From an optimization exercise on the open Yosys and OpenROAD flow, aimed at small area, a short achievable clock period and few clock cycles per item; shortcuts taken in it are not production practice. Where RTL was checked, it was by simulation tests only, not by an equivalence proof against the original.

## cordic_mod
module cordic_mod(
	input clk, rst,
	input signed [15:0] inp_x, inp_y,
	output [15:0] arctan,
	output reg valid
);
Settings: LEC_CHECK=0, CAP_MARGIN=20, CORE_MARGIN=2, CORE_UTILIZATION=40, CTS_BUF_LIST=sky130_fd_sc_hd__clkbuf_4 sky130_fd_sc_hd__clkbuf_8, CTS_CLUSTER_DIAMETER=100, CTS_CLUSTER_SIZE=32, SETUP_SLACK_MARGIN=5.0, SLEW_MARGIN=20, SYNTH_HIERARCHICAL=1, SYNTH_MINIMUM_KEEP_SIZE=0; clock period 8.0 ns.
standard.sh (not shown) runs the stock make flow with config.mk's settings and CLKGATE_MAP_FILE= SYNTH_SCRIPT=/design/flow/synth_recipe.tcl, a recipe that flattens the netlist after the stock synthesis.
==> flow/flow/run.sh <==
#!/bin/bash
set -euo pipefail
bash standard.sh synth > synth.log 2>&1
bash standard.sh BUFFER_PORTS_ARGS="-buffer_cell sky130_fd_sc_hd__buf_1" SETUP_SLACK_MARGIN=5.3 finish > layout.log 2>&1
Next try:
==> flow/flow/run.sh (replaced) <==
#!/bin/bash
# The standard layout, except that the port buffers are the smallest buffer
# (buf_1) instead of the flow's default
# pick. Synthesis is the standard one, unchanged.
set -euo pipefail
bash standard.sh synth > synth.log 2>&1
bash standard.sh BUFFER_PORTS_ARGS="-buffer_cell sky130_fd_sc_hd__buf_1" finish > layout.log 2>&1
=> Design area goes down by 11%; routed wire length shrinks by 10%; synthesized area does not change; clock-buffer cell count came out higher by 2; die area does not change; global-route usage came out lower by 1.5 points; hold slack stays flat; synthesized cell count does not change; worst setup slack improved by 0.013 ns; critical path depth shrinks by 1.
Function was not checked in any run of this note: the RTL went through the layout flow alone.

---

v6:
cordic_mod, a different RTL version from the one above (not shown whole).
For scale: ~910 cells after synthesis, ~70 flip-flops, roughly 51 I/O pins.
make LEC_CHECK=0 CAP_MARGIN=20 CORE_MARGIN=2 CORE_UTILIZATION=40 SLEW_MARGIN=20 finish   # period 8.0 ns
run.sh (not shown) runs the stock make flow with config.mk's settings and CLKGATE_MAP_FILE= SYNTH_SCRIPT=/design/flow/synth_recipe.tcl, a recipe that flattens the netlist after the stock synthesis.
Stock flow here: none of the scripts above is used.
v6 did not stop at any stage, and its layout met the timing, design-rule and antenna checks.
Testbench counts of v6, summed over its fixed seeds: cycles 108,000, items 12,000.
Here is what was changed in the inputs of v7 compared with v6.
Settings: setting SETUP_SLACK_MARGIN to 5 for the first time; setting ABC_CLOCK_PERIOD_IN_PS to 2500 for the first time.
- Looking at busiest layer in global routing, the met2 result is from v7; the met1 one comes from v6.
- On setup slack: between v7 and v6, it ends up lower for v6.
- Between v7 and v6, the HPWL reported at the end of detailed placement is higher for v7.
- Against v6, v7 reports a highest cell delay on the worst timing path that is lower.
- Per the comparison of v7 with v6, total met2 wirelength after detailed routing picked up an extra 26%, post-route cell area saw an increase.
- Compared with v6, v7 shows a higher area added between synthesis and finish.

---

## harbor
cordic_mod, a different RTL version from the one above (not shown whole).
Size in the first run: roughly 800 cells after synthesis, roughly 61 flip-flops, roughly 6400 sq um of cells after synthesis.
Settings: LEC_CHECK=0, CAP_MARGIN=20, CORE_MARGIN=2, CORE_UTILIZATION=40, SETUP_SLACK_MARGIN=4.5, SLEW_MARGIN=20; clock period 8.0 ns.
Per the final summary, harbor finished and its layout is clean on timing, DRC and antenna.
Testbench counts of harbor, summed over its fixed seeds: cycles 108,000, items 12,000.
#### Input delta (sierra over harbor)
- SETUP_SLACK_MARGIN changed from 4.5 to 4
Results
- Cmp sierra vs harbor: wire length lower in sierra
- [compare] base=harbor new=sierra: cell area after placement stayed essentially flat, area of all placed cells without fillers fell by 2.9%, via count stayed essentially flat, maximum frequency from static timing analysis fell by about 11%, critical path depth rose by 4.
- A critical-path cell with the highest stage delay of sky130_fd_sc_hd__clkdlybuf4s50_1 is what harbor shows, while sky130_fd_sc_hd__dfxtp_2 belongs to sierra.
- Changes observed in sierra relative to harbor: layout overhead on the synthesized area dropped 3.5 points, number of placed instances with taps included comparable, fraction of the cycle the final worst path needs now sits higher.
- Summary — length of routed wiring on met1, sierra relative to harbor: lower, by about 3%.
What yarrow does differently from sierra at the input level:
- swapping 4 for 5 in SETUP_SLACK_MARGIN
### Flow results
Layout clock buffer count (yarrow over sierra): decrease, 2
Taking sierra as the reference, in yarrow via count of the first global-routing pass increased by 6.8% relative to the old numbers; design area higher.
Changes in willow relative to yarrow:
- changing SETUP_SLACK_MARGIN from 5 to 4.5
==> flow/flow/run.sh (new file) <==
#!/bin/bash
# The standard layout, except that the port buffers are the smallest buffer
# (buf_1) instead of the flow's default
# pick. Synthesis is the standard one, unchanged.
set -euo pipefail
bash standard.sh synth > synth.log 2>&1
bash standard.sh BUFFER_PORTS_ARGS="-buffer_cell sky130_fd_sc_hd__buf_1" finish > layout.log 2>&1
==> flow/standard.sh (new file) <==
#!/bin/bash
# synth_recipe.tcl (not shown) runs the flow's synth.tcl, then flattens the netlist and writes it again
# the make line also repeats each setting of config.mk as NAME=value (left out here)
make -C /OpenROAD-flow-scripts/flow DESIGN_CONFIG=/design/flow/config.mk WORK_HOME=/design/flow/orfs CLKGATE_MAP_FILE= SYNTH_SCRIPT=/design/flow/synth_recipe.tcl "${@:-finish}"
removed: flow/run.sh
## What came out
willow vs yarrow: final critical-path setup slack down
Per the comparison of willow with yarrow, multi-input gate area in the final layout fell by about 8%, cell area fell by 16%, transition at the pin with the smallest max-transition slack fell by 0.052 ns.
Setup changes, willow to tundra
- CTS_CLUSTER_SIZE: unset -> 32
- CTS_BUF_LIST: unset -> sky130_fd_sc_hd__clkbuf_4 sky130_fd_sc_hd__clkbuf_8
- CTS_CLUSTER_DIAMETER: unset -> 100
- tundra against willow: final routed wire length divided by cell count moved up, minimum clock period now sits higher, clock-buffer cell count shows no meaningful change.
- Going from willow to tundra, wire length saw an increase, via count saw little to no change, synthesis-to-layout area growth saw a decrease.
- Looking at portion of the layout cell area used by clock cells across tundra and willow, the one that comes out lower is tundra.
- Relative to willow, the cell area measured on tundra has decreased slightly.
Inputs modified between tundra and maple:
==> flow/run.sh (new file) <==
#!/bin/bash
# synth_recipe.tcl (not shown) runs the flow's synth.tcl, then flattens the netlist and writes it again
# the make line also repeats each setting of config.mk as NAME=value (left out here)
make -C /OpenROAD-flow-scripts/flow DESIGN_CONFIG=/design/flow/config.mk WORK_HOME=/design/flow/orfs CLKGATE_MAP_FILE= SYNTH_SCRIPT=/design/flow/synth_recipe.tcl finish
removed: flow/flow/run.sh
removed: flow/standard.sh
==> run summary <==
Compared with tundra, in maple data arrival time of the critical path moved up; multi-input gate area in the final layout rose 2.5%. Hold slack came out higher on maple than on tundra. Minimum period implied by the final worst setup slack (higher): maple. Relative to tundra, the register share of the cell area of maple is lower by 1.2 points. The transition at the pin with the smallest max-transition slack number comes out higher for tundra vs maple. Compared with tundra, in maple worst relative slew slack has increased; cell depth of the worst hold path has increased; post-synthesis share of cell area spent on full adders, half adders and majority gates has remained practically unchanged.

what the ideal ports hide:
No port has a modelled driver above. Below, the same layouts with a new extraction and two added sets of constraints.
Step 1 (the two cells are an assumption about what drives the block):
set clk [get_ports {clk}]
set_driving_cell -lib_cell sky130_fd_sc_hd__clkbuf_16 $clk
set_driving_cell -lib_cell sky130_fd_sc_hd__buf_2 [delete_from_list [all_inputs] $clk]
Step 2 times the ports against the registers' clock, not the clock port: input delays grow and output delays shrink by t, the midpoint of the rising clock arrivals with the driver on.
Slacks: no drivers / after step 1 / after step 2; pairs: no drivers / after step 1.
run	t, ns	setup WS [ns]	hold slack, ns	worst setup path after step 2	worst register clock-pin slew, ns
the first run of note 1	0.408	4.988 / 4.987 / 4.579	0.519 / 0.519 / 0.519	input to register	0.08 / 0.08
the second run of note 1	0.407	5.000 / 5.017 / 4.610	0.521 / 0.521 / 0.521	input to register	0.08 / 0.08
v6	0.383	3.153 / 3.153 / 3.153	0.535 / 0.535 / 0.535	register to register	0.06 / 0.06
v7	0.386	4.226 / 4.226 / 3.917	0.571 / 0.571 / 0.571	input to register	0.06 / 0.06
harbor	0.385	4.611 / 4.628 / 4.243	0.526 / 0.526 / 0.526	input to register	0.06 / 0.06
sierra	0.389	4.191 / 4.191 / 3.958	0.530 / 0.530 / 0.530	input to register	0.06 / 0.06
yarrow	0.378	4.734 / 4.734 / 4.475	0.480 / 0.480 / 0.480	input to register	0.06 / 0.06
willow	0.377	4.618 / 4.618 / 4.382	0.502 / 0.502 / 0.502	input to register	0.05 / 0.05
tundra	0.402	4.612 / 4.612 / 4.281	0.512 / 0.512 / 0.512	input to register	0.07 / 0.07
maple	0.405	4.585 / 4.594 / 4.188	0.530 / 0.530 / 0.530	input to register	0.08 / 0.08
After both steps setup and hold are still met in every run listed. The setup slack of the first run of note 1, which loses most, moves by -0.001 ns with the drivers and by -0.409 ns with both steps.
